Background: an optimization exercise with open tools, aiming at a short achievable clock period and few clock cycles. Do not read the settings as production practice.
No activity file was given, so power comes from the tool's default toggle rates.

==> flow/design.v <==
module core(
	input logic clk,
	input logic rst,
	output logic [31:0] imem_addr,
	input logic [31:0] imem_rdata,
	output logic [31:0] dmem_addr,
	output logic [31:0] dmem_wdata,
	output logic [3:0] dmem_wstrb,
	output logic dmem_ren,
	input logic [31:0] dmem_rdata
	);
	logic [31:0] fpc;
	logic        d_valid;
	logic [31:0] d_pc;
	logic        e_valid;
	logic [31:0] e_a, e_b, e_sd;
	logic [3:0]  fa, fb, fs;         
	logic [4:0]  e_rd;
	logic        e_we, e_load, e_store, e_branch, e_jalr, e_pred;
	logic [2:0]  e_f3;
	logic        e_sub;
	logic [6:0]  e_rsel;             
	logic        e_slt_s;            
	logic [1:0]  e_shk;              
	logic [31:0] e_pc4, e_alt;
	logic [31:0] m_res;
	logic [4:0]  m_rd;
	logic        m_we, m_load;
	logic [2:0]  m_f3;
	logic [31:0] m_wdata;
	logic [3:0]  m_wstrb;
	logic [31:0] w_res;
	logic [4:0]  w_rd;
	logic        w_we, w_load;
	logic [2:0]  w_f3;
	logic [1:0]  w_alow;
	logic [31:0] x_val;
	logic [31:0] rf [1:31];
	assign imem_addr  = fpc;
	assign dmem_addr  = m_res;
	assign dmem_wdata = m_wdata;
	assign dmem_wstrb = m_wstrb;
	assign dmem_ren   = m_load;
	logic [31:0] ld;
	logic [31:0] wb_val;
	always_comb begin
		logic [7:0] by;
		logic [15:0] hw;
		case (w_alow)
			2'd0: by = dmem_rdata[7:0];
			2'd1: by = dmem_rdata[15:8];
			2'd2: by = dmem_rdata[23:16];
			default: by = dmem_rdata[31:24];
		endcase
		case (w_alow)
			2'd0: hw = dmem_rdata[15:0];
			2'd1: hw = dmem_rdata[23:8];
			default: hw = dmem_rdata[31:16];
		endcase
		ld = 32'b0;
		case (w_f3)
			3'b000: ld = {{24{by[7]}}, by};
			3'b100: ld = {24'b0, by};
			3'b001: ld = (w_alow == 2'd3) ? {24'b0, by} : {{16{hw[15]}}, hw};
			3'b101: ld = (w_alow == 2'd3) ? {24'b0, by} : {16'b0, hw};
			3'b010: ld = dmem_rdata;
			default: ld = 32'b0;
		endcase
		wb_val = w_load ? ld : w_res;
	end
	always_ff @(posedge clk) begin
		if (w_we) rf[w_rd] <= wb_val;
	end
	logic [31:0] a, b, sd;
	assign a  = ({32{fa[0]}} & m_res) | ({32{fa[1]}} & w_res) | ({32{fa[2]}} & x_val) | ({32{fa[3]}} & e_a);
	assign b  = ({32{fb[0]}} & m_res) | ({32{fb[1]}} & w_res) | ({32{fb[2]}} & x_val) | ({32{fb[3]}} & e_b);
	assign sd = ({32{fs[0]}} & m_res) | ({32{fs[1]}} & w_res) | ({32{fs[2]}} & x_val) | ({32{fs[3]}} & e_sd);
	logic [32:0] sum33;
	logic [31:0] sum;
	assign sum33 = {1'b0, a} + {1'b0, b ^ {32{e_sub}}} + {32'b0, e_sub};
	assign sum = sum33[31:0];
	logic eq, ltu, lts;
	assign eq  = (a == b);
	assign ltu = ~sum33[32];
	assign lts = (a[31] ^ b[31]) ? a[31] : sum[31];
	logic [31:0] shl, shr;
	assign shl = a << b[4:0];
	assign shr = $unsigned($signed({e_shk[0] & a[31], a}) >>> b[4:0]);
	logic [31:0] res;
	assign res = ({32{e_rsel[0]}} & sum)
	           | {31'b0, e_rsel[1] & (e_slt_s ? lts : ltu)}
	           | ({32{e_rsel[2]}} & (a ^ b))
	           | ({32{e_rsel[3]}} & (a | b))
	           | ({32{e_rsel[4]}} & (a & b))
	           | ({32{e_rsel[5]}} & (e_shk[1] ? shr : shl))
	           | ({32{e_rsel[6]}} & e_pc4);
	logic taken;
	always_comb begin
		case (e_f3)
			3'b000: taken = eq;
			3'b001: taken = ~eq;
			3'b100: taken = lts;
			3'b101: taken = ~lts;
			3'b110: taken = ltu;
			default: taken = ~ltu;
		endcase
	end
	logic e_redir;
	logic [31:0] e_tgt;
	assign e_redir = e_valid & (e_jalr | (e_branch & (taken ^ e_pred)));
	assign e_tgt = e_jalr ? sum : e_alt;
	logic [3:0] st_strb;
	logic [31:0] st_data;
	always_comb begin
		st_strb = 4'b0000;
		case (e_f3[1:0])
			2'b00: st_strb = 4'b0001 << sum[1:0];
			2'b01: st_strb = (sum[1:0] == 2'd3) ? 4'b0000 : (4'b0011 << sum[1:0]);
			2'b10: st_strb = 4'b1111;
			default: st_strb = 4'b0000;
		endcase
		if (e_f3[2]) st_strb = 4'b0000;
		if (e_f3[1]) st_data = sd;
		else case (sum[1:0])
			2'd0: st_data = sd;
			2'd1: st_data = {sd[23:0], 8'b0};
			2'd2: st_data = {sd[15:0], 16'b0};
			default: st_data = {sd[7:0], 24'b0};
		endcase
	end
	logic [31:0] inst;
	assign inst = imem_rdata;
	logic [6:0] opc;
	logic [2:0] f3;
	logic [4:0] rs1, rs2, rd;
	assign opc = inst[6:0];
	assign f3  = inst[14:12];
	assign rs1 = inst[19:15];
	assign rs2 = inst[24:20];
	assign rd  = inst[11:7];
	logic is_op, is_opimm, is_lui, is_auipc, is_jal, is_jalr, is_br, is_ld, is_st;
	assign is_op    = opc == 7'b0110011;
	assign is_opimm = opc == 7'b0010011;
	assign is_lui   = opc == 7'b0110111;
	assign is_auipc = opc == 7'b0010111;
	assign is_jal   = opc == 7'b1101111;
	assign is_jalr  = opc == 7'b1100111;
	assign is_br    = opc == 7'b1100011;
	assign is_ld    = opc == 7'b0000011;
	assign is_st    = opc == 7'b0100011;
	logic use1, use2, b_is_rs2, wr;
	assign use1 = is_op | is_opimm | is_jalr | is_br | is_ld | is_st;
	assign b_is_rs2 = is_op | is_br;
	assign use2 = is_op | is_br | is_st;
	assign wr = (is_op | is_opimm | is_lui | is_auipc | is_jal | is_jalr | is_ld) & (rd != 5'd0);
	logic [31:0] imm_i, imm_s, imm_u, imm;
	assign imm_i = {{20{inst[31]}}, inst[31:20]};
	assign imm_s = {{20{inst[31]}}, inst[31:25], inst[11:7]};
	assign imm_u = {inst[31:12], 12'b0};
	assign imm = is_st ? imm_s : (is_lui | is_auipc) ? imm_u : imm_i;
	logic [31:0] r1, r2;
	assign r1 = (rs1 == 5'd0) ? 32'b0 : rf[rs1];
	assign r2 = (rs2 == 5'd0) ? 32'b0 : rf[rs2];
	logic m1, w1, x1, m2, w2, x2;
	assign m1 = e_valid & e_we & (e_rd == rs1);
	assign w1 = m_we & (m_rd == rs1);
	assign x1 = w_we & (w_rd == rs1);
	assign m2 = e_valid & e_we & (e_rd == rs2);
	assign w2 = m_we & (m_rd == rs2);
	assign x2 = w_we & (w_rd == rs2);
	logic [3:0] fa_n, f2_n;
	assign fa_n = use1 ? {~(m1 | w1 | x1), x1 & ~m1 & ~w1, w1 & ~m1, m1} : 4'b1000;
	assign f2_n = {~(m2 | w2 | x2), x2 & ~m2 & ~w2, w2 & ~m2, m2};
	logic hazard;
	assign hazard = (use1 & ((m1 & e_load) | (~m1 & w1 & m_load)))
	              | (use2 & ((m2 & e_load) | (~m2 & w2 & m_load)));
	logic alu_sub, alu_slt, alu_sltu, alu_xor, alu_or, alu_and, alu_sh, alu_add;
	logic is_alu;
	assign is_alu = is_op | is_opimm;
	assign alu_sub  = (is_op & f3 == 3'b000 & inst[30]) | (is_alu & (f3 == 3'b010 | f3 == 3'b011)) | is_br;
	assign alu_slt  = is_alu & (f3 == 3'b010 | f3 == 3'b011);
	assign alu_xor  = is_alu & f3 == 3'b100;
	assign alu_or   = is_alu & f3 == 3'b110;
	assign alu_and  = is_alu & f3 == 3'b111;
	assign alu_sh   = is_alu & (f3 == 3'b001 | f3 == 3'b101);
	assign alu_add  = (is_alu & f3 == 3'b000) | is_ld | is_st | is_lui | is_auipc;
	logic [20:0] off;
	assign off = is_jal ? {inst[31], inst[19:12], inst[20], inst[30:21], 1'b0}
	                    : {{8{inst[31]}}, inst[31], inst[7], inst[30:25], inst[11:8], 1'b0};
	logic [21:0] lo_sum;
	assign lo_sum = {1'b0, d_pc[20:0]} + {1'b0, off};
	logic [10:0] hi;
	always_comb begin
		case ({lo_sum[21], off[20]})
			2'b10: hi = d_pc[31:21] + 11'd1;
			2'b01: hi = d_pc[31:21] - 11'd1;
			default: hi = d_pc[31:21];
		endcase
	end
	logic [31:0] d_tgt, d_pc4;
	assign d_tgt = {hi, lo_sum[20:0]};
	assign d_pc4 = d_pc + 32'd4;
	logic d_pred;
	assign d_pred = is_br & inst[31];
	logic d_replay, d_redir;
	assign d_replay = d_valid & hazard;
	assign d_redir = d_valid & (hazard | is_jal | d_pred);
	always_ff @(posedge clk or negedge rst) begin
		if (!rst) begin
			fpc <= 32'h0000_8000;
			d_valid <= 1'b0;
			e_valid <= 1'b0;
			m_we <= 1'b0;
			m_load <= 1'b0;
			m_wstrb <= 4'b0;
			w_we <= 1'b0;
			w_load <= 1'b0;
		end else begin
			if (e_redir) fpc <= e_tgt;
			else if (d_redir) fpc <= hazard ? d_pc : d_tgt;
			else fpc <= fpc + 32'd4;
			d_valid <= ~(e_redir | d_redir);
			e_valid <= d_valid & ~e_redir & ~hazard;
			m_we <= e_valid & e_we;
			m_load <= e_valid & e_load;
			m_wstrb <= (e_valid & e_store) ? st_strb : 4'b0;
			w_we <= m_we;
			w_load <= m_load;
		end
	end
	always_ff @(posedge clk) begin
		d_pc <= fpc;
		e_a <= is_auipc ? d_pc : is_lui ? 32'b0 : r1;
		e_b <= b_is_rs2 ? r2 : imm;
		e_sd <= r2;
		fa <= fa_n;
		fb <= b_is_rs2 ? f2_n : 4'b1000;
		fs <= f2_n;
		e_rd <= rd;
		e_we <= wr;
		e_load <= is_ld;
		e_store <= is_st;
		e_branch <= is_br;
		e_jalr <= is_jalr;
		e_pred <= d_pred;
		e_f3 <= f3;
		e_sub <= alu_sub;
		e_rsel <= {is_jal | is_jalr, alu_sh, alu_and, alu_or, alu_xor, alu_slt, alu_add};
		e_slt_s <= ~f3[0];
		e_shk <= {f3[2], inst[30]};
		e_pc4 <= d_pc4;
		e_alt <= d_pred ? d_pc4 : d_tgt;
		m_res <= res;
		m_rd <= e_rd;
		m_f3 <= e_f3;
		m_wdata <= st_data;
		w_res <= m_res;
		w_rd <= m_rd;
		w_f3 <= m_f3;
		w_alow <= m_res[1:0];
		x_val <= wb_val;
	end
endmodule
==> flow/config.mk <==
export PLATFORM = sky130hd
export DESIGN_NAME = core
export DESIGN_NICKNAME = core
export VERILOG_FILES = /design/flow/design.v
export SDC_FILE = /design/flow/constraint.sdc
export NUM_CORES = 4
export LEC_CHECK = 0
export ABC_CLOCK_PERIOD_IN_PS = 3500
export CAP_MARGIN = 35
export CORE_MARGIN = 2
export CORE_UTILIZATION = 40
export PLACE_DENSITY = 0.6
export SETUP_SLACK_MARGIN = 5
export SLEW_MARGIN = 35
==> flow/constraint.sdc <==
create_clock -name core_clock -period 10.0 [get_ports {clk}]
set_input_delay 2.0000 -clock core_clock [delete_from_list [all_inputs] [get_ports {clk}]]
set_output_delay 2.0000 -clock core_clock [all_outputs]
set_load 0.01 [all_outputs]
run.sh (not shown) runs the stock make flow with config.mk's settings and CLKGATE_MAP_FILE= SYNTH_SCRIPT=/design/flow/synth_recipe.tcl, a recipe that flattens the netlist after the stock synthesis.
==> next run, changes <==
--- a/flow/design.v
+++ b/flow/design.v
@@ -7,12 +7,15 @@
 	output logic [31:0] dmem_wdata,
 	output logic [3:0] dmem_wstrb,
 	output logic dmem_ren,
 	input logic [31:0] dmem_rdata
 	);
 	logic [31:0] fpc;
+	logic        btb_v, d_bp;      
+	logic [31:0] btb_pc, btb_tgt;
+	logic        e_bpfix;
 	logic        d_valid;
 	logic [31:0] d_pc;
 	logic        e_valid;
 	logic [31:0] e_a, e_b, e_sd;
 	logic [3:0]  fa, fb, fs;         
 	logic [4:0]  e_rd;
@@ -104,13 +107,13 @@
 			3'b110: taken = ltu;
 			default: taken = ~ltu;
 		endcase
 	end
 	logic e_redir;
 	logic [31:0] e_tgt;
-	assign e_redir = e_valid & (e_jalr | (e_branch & (taken ^ e_pred)));
+	assign e_redir = e_valid & (e_jalr | (e_branch & (taken ^ e_pred)) | e_bpfix);
 	assign e_tgt = e_jalr ? sum : e_alt;
 	logic [3:0] st_strb;
 	logic [31:0] st_data;
 	always_comb begin
 		st_strb = 4'b0000;
 		case (e_f3[1:0])
@@ -181,58 +184,69 @@
 	assign alu_slt  = is_alu & (f3 == 3'b010 | f3 == 3'b011);
 	assign alu_xor  = is_alu & f3 == 3'b100;
 	assign alu_or   = is_alu & f3 == 3'b110;
 	assign alu_and  = is_alu & f3 == 3'b111;
 	assign alu_sh   = is_alu & (f3 == 3'b001 | f3 == 3'b101);
 	assign alu_add  = (is_alu & f3 == 3'b000) | is_ld | is_st | is_lui | is_auipc;
-	logic [20:0] off;
-	assign off = is_jal ? {inst[31], inst[19:12], inst[20], inst[30:21], 1'b0}
-	                    : {{8{inst[31]}}, inst[31], inst[7], inst[30:25], inst[11:8], 1'b0};
-	logic [21:0] lo_sum;
-	assign lo_sum = {1'b0, d_pc[20:0]} + {1'b0, off};
-	logic [10:0] hi;
-	always_comb begin
-		case ({lo_sum[21], off[20]})
-			2'b10: hi = d_pc[31:21] + 11'd1;
-			2'b01: hi = d_pc[31:21] - 11'd1;
-			default: hi = d_pc[31:21];
-		endcase
-	end
-	logic [31:0] d_tgt, d_pc4;
-	assign d_tgt = {hi, lo_sum[20:0]};
+	logic [13:0] bl;
+	assign bl = {1'b0, d_pc[12:0]} + {1'b0, inst[31], inst[7], inst[30:25], inst[11:8], 1'b0};
+	logic [18:0] bh_p, bh_m, bh;
+	assign bh_p = d_pc[31:13] + 19'd1;
+	assign bh_m = d_pc[31:13] - 19'd1;
+	assign bh = (bl[13] & ~inst[31]) ? bh_p : (~bl[13] & inst[31]) ? bh_m : d_pc[31:13];
+	logic [21:0] jl;
+	assign jl = {1'b0, d_pc[20:0]} + {1'b0, inst[31], inst[19:12], inst[20], inst[30:21], 1'b0};
+	logic [10:0] jh_p, jh_m, jh;
+	assign jh_p = d_pc[31:21] + 11'd1;
+	assign jh_m = d_pc[31:21] - 11'd1;
+	assign jh = (jl[21] & ~inst[31]) ? jh_p : (~jl[21] & inst[31]) ? jh_m : d_pc[31:21];
+	logic [31:0] d_bt, d_jt, d_pc4;
+	assign d_bt = {bh, bl[12:0]};
+	assign d_jt = {jh, jl[20:0]};
 	assign d_pc4 = d_pc + 32'd4;
 	logic d_pred;
 	assign d_pred = is_br & inst[31];
 	logic d_replay, d_redir;
 	assign d_replay = d_valid & hazard;
-	assign d_redir = d_valid & (hazard | is_jal | d_pred);
+	assign d_redir = d_valid & (hazard | is_jal | (d_pred & ~d_bp));
+	logic f_hit;
+	assign f_hit = btb_v & (fpc == btb_pc);
 	always_ff @(posedge clk or negedge rst) begin
 		if (!rst) begin
 			fpc <= 32'h0000_8000;
 			d_valid <= 1'b0;
+			btb_v <= 1'b0;
 			e_valid <= 1'b0;
 			m_we <= 1'b0;
 			m_load <= 1'b0;
 			m_wstrb <= 4'b0;
 			w_we <= 1'b0;
 			w_load <= 1'b0;
 		end else begin
 			if (e_redir) fpc <= e_tgt;
-			else if (d_redir) fpc <= hazard ? d_pc : d_tgt;
+			else if (d_redir) fpc <= hazard ? d_pc : is_jal ? d_jt : d_bt;
+			else if (f_hit) fpc <= btb_tgt;
 			else fpc <= fpc + 32'd4;
+			if (d_valid & d_pred & ~d_bp) btb_v <= 1'b1;
 			d_valid <= ~(e_redir | d_redir);
 			e_valid <= d_valid & ~e_redir & ~hazard;
 			m_we <= e_valid & e_we;
 			m_load <= e_valid & e_load;
 			m_wstrb <= (e_valid & e_store) ? st_strb : 4'b0;
 			w_we <= m_we;
 			w_load <= m_load;
 		end
 	end
 	always_ff @(posedge clk) begin
 		d_pc <= fpc;
+		d_bp <= f_hit;
+		if (d_valid & d_pred & ~d_bp) begin
+			btb_pc <= d_pc;
+			btb_tgt <= d_bt;
+		end
+		e_bpfix <= d_bp & ~d_pred;
 		e_a <= is_auipc ? d_pc : is_lui ? 32'b0 : r1;
 		e_b <= b_is_rs2 ? r2 : imm;
 		e_sd <= r2;
 		fa <= fa_n;
 		fb <= b_is_rs2 ? f2_n : 4'b1000;
 		fs <= f2_n;
@@ -246,13 +260,13 @@
 		e_f3 <= f3;
 		e_sub <= alu_sub;
 		e_rsel <= {is_jal | is_jalr, alu_sh, alu_and, alu_or, alu_xor, alu_slt, alu_add};
 		e_slt_s <= ~f3[0];
 		e_shk <= {f3[2], inst[30]};
 		e_pc4 <= d_pc4;
-		e_alt <= d_pred ? d_pc4 : d_tgt;
+		e_alt <= (d_pred | d_bp) ? d_pc4 : d_bt;
 		m_res <= res;
 		m_rd <= e_rd;
 		m_f3 <= e_f3;
 		m_wdata <= st_data;
 		w_res <= m_res;
 		w_rd <= m_rd;
Result: The changed run completed without violations; die area increases by 4.5%; clock skew came out lower by 0.023 ns; core utilization drops by 0.21 points; worst hold slack got worse by 0.0036 ns; total power came out higher by 3.9%; final area climbs by 4.5%; combinational power barely changes; register-to-register slack gets better by 0.37 ns; clock power went up by 8.4%; worst setup slack is better by 1.7 ns; synthesized cell count rose by 4.6%; area after synthesis climbs by 4.5%.
No functional check of the RTL was part of any run of this note.

## afterwards: timing with drivers on the ports
Ports are ideal in the flow. The routed layouts listed here were re-timed in OpenROAD.
Step 1: set_driving_cell puts a clkbuf_16 on clk and a buf_2 on each other input, an assumption about the parent block.
Step 2 times the ports against the registers' clock, not the clock port: input delays grow and output delays shrink by t, the midpoint of the rising clock arrivals with the driver on.
Three values: ideal ports, drivers, drivers and shift; two values: the first two.
run | t (ns) | setup WS [ns] | worst slew at a driven data input, ns
the first run | 0.885 | 3.345 / 3.385 / 2.499 | 0.15
the second run | 0.903 | 5.007 / 5.002 / 4.099 | 0.22
After both steps every run listed still meets setup and hold. For the second run, which loses most, drivers alone change the setup slack by -0.005 ns; drivers and shift together by -0.908 ns.
